What follows belongs to an exercise in optimizing a design on an open flow for small area; a production flow would make more cautious choices.
Only simulation tests tie the RTL to the original design; equivalence was not proved.

Setup of v8:
Design pid, start of the top module:
module pid (
	input clk,
	input res,
	input c_active,
	input kp_active,
	input ki_active,
	input kd_active,
	input inc_up,
	input inc_dn,
	input motor_rot_pulse,
	output disp_rs,
	output disp_rw,
	output disp_en,
	output display_on,
	output [7:0]disp_data,
	output [6:0]seg7_k,
	output [6:0]seg7_eq,
	output [6:0]seg7_thousands,
	output [6:0]seg7_hundreds,
	output [6:0]seg7_tens,
	output [6:0]seg7_ones,
	output velocity_command_pulse,
	output [15:0]command_speed_out
);
  function [4:0] bcd_step(input [3:0] d, input up);
    begin
      if (up) bcd_step = (d == 4'd9) ? {1'b1, 4'd0} : {1'b0, d + 4'd1};
      else    bcd_step = (d == 4'd0) ? {1'b1, 4'd9} : {1'b0, d - 4'd1};
    end
  endfunction
  reg [4:0] ui_cnt;
  wire ui_tick = (ui_cnt == 5'd15);
  reg [2:0] lc;
  reg lp;
  wire lcd_tick = lc[2] & ~lp;
  reg [9:0] lrc;
  reg lrp;
  reg [7:0] win;
  wire win_end = (win == 8'd0) & (lc == 3'd0) & ~lp;
  reg [13:0] pq;
  reg [2:0] pr;
  wire pq_end = pq[13] & pq[10] & pq[9] & pq[8] & pq[4];
  always @(posedge clk) begin
    if (!res) begin
      ui_cnt <= 5'd0;
      lc <= 3'd0; lp <= 1'b0;
      lrc <= 10'd0; lrp <= 1'b0;
      win <= 8'd0;
      pq <= 14'd0; pr <= 3'd0;
    end else begin
      ui_cnt <= ui_cnt + 5'd1;
      if (lc[2]) begin lc <= 3'd0; lp <= ~lp; end
      else lc <= lc + 3'd1;
      if (lrc == 10'd0) begin lrc <= 10'd1000; lrp <= ~lrp; end
      else lrc <= lrc - 10'd1;
      if (lc[2] & lp) win <= (win == 8'd199) ? 8'd0 : win + 8'd1;
      if (pq_end) begin pq <= 14'd0; pr <= 3'd0; end
      else if (pr[2]) begin pr <= 3'd0; pq <= pq + 14'd1; end
      else pr <= pr + 3'd1;
    end
  end
  reg [3:0] act;                   
  reg [15:0] ucs;                  
  reg [11:0] kp, ki, kd;           
  wire up = ~inc_up & inc_dn;
  wire dn = inc_up & ~inc_dn;
  wire selc = (act == 4'b1000);
  wire selp = (act == 4'b0100);
  wire seli = (act == 4'b0010);
  wire seld = (act == 4'b0001);
  wire step = ui_tick & (up | dn);
  wire [11:0] ksel = selp ? kp : seli ? ki : kd;
  wire [4:0] k0 = bcd_step(ksel[3:0], up);
  wire [4:0] k1 = bcd_step(ksel[7:4], up);
  wire [4:0] k2 = bcd_step(ksel[11:8], up);
  ...
Size in the first run: ~3100 cells after synthesis, ~80 I/O pins.
==> flow/config.mk <==
export PLATFORM = sky130hd
export DESIGN_NAME = pid
export DESIGN_NICKNAME = pid
export VERILOG_FILES = /design/flow/design.v
export SDC_FILE = /design/flow/constraint.sdc
export NUM_CORES = 4
export LEC_CHECK = 0
export ABC_AREA = 1
export ABC_CLOCK_PERIOD_IN_PS = 60000
export CAP_MARGIN = 20
export CORE_MARGIN = 2
export CORE_UTILIZATION = 40
export SLEW_MARGIN = 20
export SYNTH_HIERARCHICAL = 1
==> flow/constraint.sdc <==
create_clock -name core_clock -period 60.0 [get_ports {clk}]
set_input_delay 12.0000 -clock core_clock [delete_from_list [all_inputs] [get_ports {clk}]]
set_output_delay 12.0000 -clock core_clock [all_outputs]
set_load 0.01 [all_outputs]
standard.sh (not shown) runs the stock make flow with config.mk's settings and CLKGATE_MAP_FILE= SYNTH_SCRIPT=/design/flow/synth_recipe.tcl, a recipe that flattens the netlist after the stock synthesis.
==> flow/flow/run.sh <==
#!/bin/bash
# Layout flow: the standard synthesis; the combinational logic of the synthesized
# netlist is then re-mapped by ABC for area (registers, full/half adders and tie cells
# are kept as they are); then the standard layout from the netlist on, with the
# ports buffered by the smallest buffer and a clock tree of small buffers without
# dummy loads. Each tool's output goes to its own log here.
set -euo pipefail
HERE=$(pwd)
RES=$HERE/orfs/results/$FLOW_PLATFORM/pid/base
LIB=$FLOW_HOME/platforms/$FLOW_PLATFORM/lib/sky130_fd_sc_hd__tt_025C_1v80.lib
YOSYS=$FLOW_HOME/../tools/install/yosys/bin/yosys

# 1. standard synthesis up to the Yosys netlist
bash standard.sh "$RES/1_2_yosys.v" > synth.log 2>&1
cp "$RES/1_2_yosys.v" "$HERE/1_2_yosys_standard.v"

# 2. area re-mapping of the combinational logic
DONT_USE=""
for c in $(sed -n '/^export DONT_USE_CELLS/,/^$/p' "$FLOW_HOME/platforms/$FLOW_PLATFORM/config.mk" | grep -o 'sky130_fd_sc_hd__[a-z0-9_]*'); do
  DONT_USE="$DONT_USE -dont_use $c"
done
cat > remap.abc <<'A'
strash
&get -n
&deepsyn -T 120
&put
dch -f
amap
topo
A
cat > remap.ys <<Y
read_liberty -ignore_miss_func $LIB
blackbox sky130_fd_sc_hd__*df* sky130_fd_sc_hd__*dl* sky130_fd_sc_hd__*sdf* sky130_fd_sc_hd__fa_* sky130_fd_sc_hd__ha_* sky130_fd_sc_hd__conb_*
read_verilog $HERE/1_2_yosys_standard.v
hierarchy -top $FLOW_TOP
flatten
opt_clean
abc -liberty $LIB -script $HERE/remap.abc $DONT_USE
opt_clean -purge
read_liberty -lib -ignore_miss_func $LIB
splitnets
opt_clean -purge
hilomap -singleton -hicell sky130_fd_sc_hd__conb_1 HI -locell sky130_fd_sc_hd__conb_1 LO
insbuf -buf sky130_fd_sc_hd__buf_1 A X
check -assert
select -assert-none t:\$*
tee -o $HERE/remap_stat.txt stat -liberty $LIB
write_verilog -noattr -nohex -nodec $HERE/1_2_yosys_remap.v
Y
# keep the re-mapped netlist only if it has the same registers (names and cell types)
regs() { grep -oE '^ *sky130_fd_sc_hd__[a-z0-9_]*(df|dl)[a-z0-9_]* +[^ ]+' "$1" | sed 's/^ *//' | sort; }
if "$YOSYS" -s remap.ys > remap.log 2>&1 && [[ -s "$HERE/1_2_yosys_remap.v" ]] \
   && [[ "$(regs "$HERE/1_2_yosys_standard.v")" == "$(regs "$HERE/1_2_yosys_remap.v")" ]]; then
  cp "$HERE/1_2_yosys_remap.v" "$RES/1_2_yosys.v"
  touch "$RES/1_2_yosys.v"
  echo "re-mapped netlist in use" >> remap.log
else
  echo "re-mapping failed or changed the registers; keeping the standard netlist" >> remap.log
fi

# 3. standard layout from the netlist
export BUFFER_PORTS_ARGS="-buffer_cell sky130_fd_sc_hd__buf_1"
export CTS_ARGS="-sink_clustering_enable -repair_clock_nets -dont_use_dummy_load -buf_list sky130_fd_sc_hd__clkbuf_4"
bash standard.sh finish > layout.log 2>&1
v8: no failed stages, no open violations at the end
#### Input delta (v49 over v8)
==> flow/flow/run.sh <==
#!/bin/bash
# Layout flow: the standard synthesis, then the combinational logic of the
# synthesized netlist is re-mapped by ABC for area (registers, full/half adders and
# tie cells are kept as they are), then the standard layout from the netlist on.
set -euo pipefail
HERE=$(pwd)
RES=$HERE/orfs/results/$FLOW_PLATFORM/pid/base
LIB=$FLOW_HOME/platforms/$FLOW_PLATFORM/lib/sky130_fd_sc_hd__tt_025C_1v80.lib

# 1. standard synthesis up to the Yosys netlist
bash standard.sh "$RES/1_2_yosys.v" > synth.log 2>&1
cp "$RES/1_2_yosys.v" "$HERE/1_2_yosys_standard.v"

# 2. area re-mapping of the combinational logic
DONT_USE=""
for c in $(sed -n '/^export DONT_USE_CELLS/,/^$/p' "$FLOW_HOME/platforms/$FLOW_PLATFORM/config.mk" | grep -o 'sky130_fd_sc_hd__[a-z0-9_]*'); do
  DONT_USE="$DONT_USE -dont_use $c"
done
cat > remap.abc <<'A'
strash
&get -n
&deepsyn -T 120
&put
dch -f
amap
topo
A
cat > remap.ys <<Y
read_liberty -ignore_miss_func $LIB
blackbox sky130_fd_sc_hd__dfxtp_1 sky130_fd_sc_hd__fa_1 sky130_fd_sc_hd__ha_1 sky130_fd_sc_hd__conb_1
read_verilog $HERE/1_2_yosys_standard.v
hierarchy -top $FLOW_TOP
flatten
opt_clean
abc -liberty $LIB -script $HERE/remap.abc $DONT_USE
opt_clean -purge
read_liberty -lib -ignore_miss_func $LIB
splitnets
opt_clean -purge
hilomap -singleton -hicell sky130_fd_sc_hd__conb_1 HI -locell sky130_fd_sc_hd__conb_1 LO
insbuf -buf sky130_fd_sc_hd__buf_4 A X
check -assert
tee -o $HERE/remap_stat.txt stat -liberty $LIB
write_verilog -noattr -nohex -nodec $HERE/1_2_yosys_remap.v
Y
YOSYS=$FLOW_HOME/../tools/install/yosys/bin/yosys
if "$YOSYS" -s remap.ys > remap.log 2>&1 && [[ -s "$HERE/1_2_yosys_remap.v" ]]; then
  cp "$HERE/1_2_yosys_remap.v" "$RES/1_2_yosys.v"
  touch "$RES/1_2_yosys.v"
else
  echo "remap failed; keeping the standard netlist" >> remap.log
fi

# 3. standard layout from the re-mapped netlist
bash standard.sh finish > layout.log 2>&1
--- outcome ---
On remaining global-route overflow, v49 tracks v8 almost exactly. | logic depth of the worst setup path including buffers | higher: v49 |. v49: clock period minus worst slack 0.19 ns above v8. v49: final-layout clock-cell area share 2.1 points above v8. Summary of v49 over v8: clock-pin slew reported for the worst setup and hold paths after clock tree synthesis closely matched the old numbers; worst reg-to-reg setup slack decreased by 0.19 ns relative to the old numbers; maximum level of the CTS H-tree decreased by 1 relative to the old numbers; transition time at the pin with the least slew margin increased by 0.062 ns relative to the old numbers.
The following lists how v15 was set up differently from v49:
- changing CORE_UTILIZATION from 40 to 60
==> flow/flow/run.sh <==
#!/bin/bash
# Layout flow: the standard synthesis; the combinational logic of the synthesized
# netlist is then re-mapped by ABC for area (registers, full/half adders and tie cells
# are kept as they are); then the standard layout from the netlist on, with the
# ports buffered by the smallest buffer and a clock tree of small buffers without
# dummy loads. Each tool's output goes to its own log here.
set -euo pipefail
HERE=$(pwd)
RES=$HERE/orfs/results/$FLOW_PLATFORM/pid/base
LIB=$FLOW_HOME/platforms/$FLOW_PLATFORM/lib/sky130_fd_sc_hd__tt_025C_1v80.lib
YOSYS=$FLOW_HOME/../tools/install/yosys/bin/yosys

# 1. standard synthesis up to the Yosys netlist
bash standard.sh "$RES/1_2_yosys.v" > synth.log 2>&1
cp "$RES/1_2_yosys.v" "$HERE/1_2_yosys_standard.v"

# 2. area re-mapping of the combinational logic
DONT_USE=""
for c in $(sed -n '/^export DONT_USE_CELLS/,/^$/p' "$FLOW_HOME/platforms/$FLOW_PLATFORM/config.mk" | grep -o 'sky130_fd_sc_hd__[a-z0-9_]*'); do
  DONT_USE="$DONT_USE -dont_use $c"
done
cat > remap.abc <<'A'
strash
&get -n
&deepsyn -T 120
&put
dch -f
amap
topo
A
cat > remap.ys <<Y
read_liberty -ignore_miss_func $LIB
blackbox sky130_fd_sc_hd__*df* sky130_fd_sc_hd__*dl* sky130_fd_sc_hd__*sdf* sky130_fd_sc_hd__fa_* sky130_fd_sc_hd__ha_* sky130_fd_sc_hd__conb_*
read_verilog $HERE/1_2_yosys_standard.v
hierarchy -top $FLOW_TOP
flatten
opt_clean
abc -liberty $LIB -script $HERE/remap.abc $DONT_USE
opt_clean -purge
read_liberty -lib -ignore_miss_func $LIB
splitnets
opt_clean -purge
hilomap -singleton -hicell sky130_fd_sc_hd__conb_1 HI -locell sky130_fd_sc_hd__conb_1 LO
insbuf -buf sky130_fd_sc_hd__buf_1 A X
check -assert
select -assert-none t:\$*
tee -o $HERE/remap_stat.txt stat -liberty $LIB
write_verilog -noattr -nohex -nodec $HERE/1_2_yosys_remap.v
Y
# keep the re-mapped netlist only if it has the same registers (names and cell types)
regs() { grep -oE '^ *sky130_fd_sc_hd__[a-z0-9_]*(df|dl)[a-z0-9_]* +[^ ]+' "$1" | sed 's/^ *//' | sort; }
if "$YOSYS" -s remap.ys > remap.log 2>&1 && [[ -s "$HERE/1_2_yosys_remap.v" ]] \
   && [[ "$(regs "$HERE/1_2_yosys_standard.v")" == "$(regs "$HERE/1_2_yosys_remap.v")" ]]; then
  cp "$HERE/1_2_yosys_remap.v" "$RES/1_2_yosys.v"
  touch "$RES/1_2_yosys.v"
  echo "re-mapped netlist in use" >> remap.log
else
  echo "re-mapping failed or changed the registers; keeping the standard netlist" >> remap.log
fi

# 3. standard layout from the netlist
export BUFFER_PORTS_ARGS="-buffer_cell sky130_fd_sc_hd__buf_1"
export CTS_ARGS="-sink_clustering_enable -repair_clock_nets -dont_use_dummy_load -buf_list sky130_fd_sc_hd__clkbuf_4"
bash standard.sh finish > layout.log 2>&1
==> comparison <==
When the final numbers for v15 and v49 were put side by side, the cell area after layout turned out to be smaller in v15.
Sort v15 and v49 by non-clock buffer count desc -> top: v15
Between v49 and v15, the flow reports routed wire length increasing by a few percent.

what the ideal ports hide:
The results above use ideal ports. As a check the final layouts listed here were re-extracted and re-timed, cells and wires unchanged. Step 1 sets driving cells, clkbuf_16 on the clock port and buf_2 on the other inputs (assumed; they add their load-dependent delay and slew). Step 2 also shifts input and output timing later by t, the mid clock arrival at the registers, as if the neighbouring blocks saw the same clock. Three values: no drivers, after step 1, after step 2; two values: the first two.
| run | t, ns | slack for setup (ns) | clock arrival spread, ns | slew at the worst register clock pin (ns) | worst slew at a driven data input, ns |
|---|---|---|---|---|---|
| v8 | 0.855 | 23.732 / 23.732 / 23.732 | 0.176 / 0.177 | 0.07 / 0.07 | 0.04 |
| v49 | 0.609 | 23.537 / 23.537 / 23.537 | 0.015 / 0.015 | 0.06 / 0.06 | 0.04 |
| v15 | 0.819 | 23.072 / 23.072 / 23.072 | 0.099 / 0.099 | 0.07 / 0.07 | 0.04 |
After both steps every run listed still meets setup and hold.
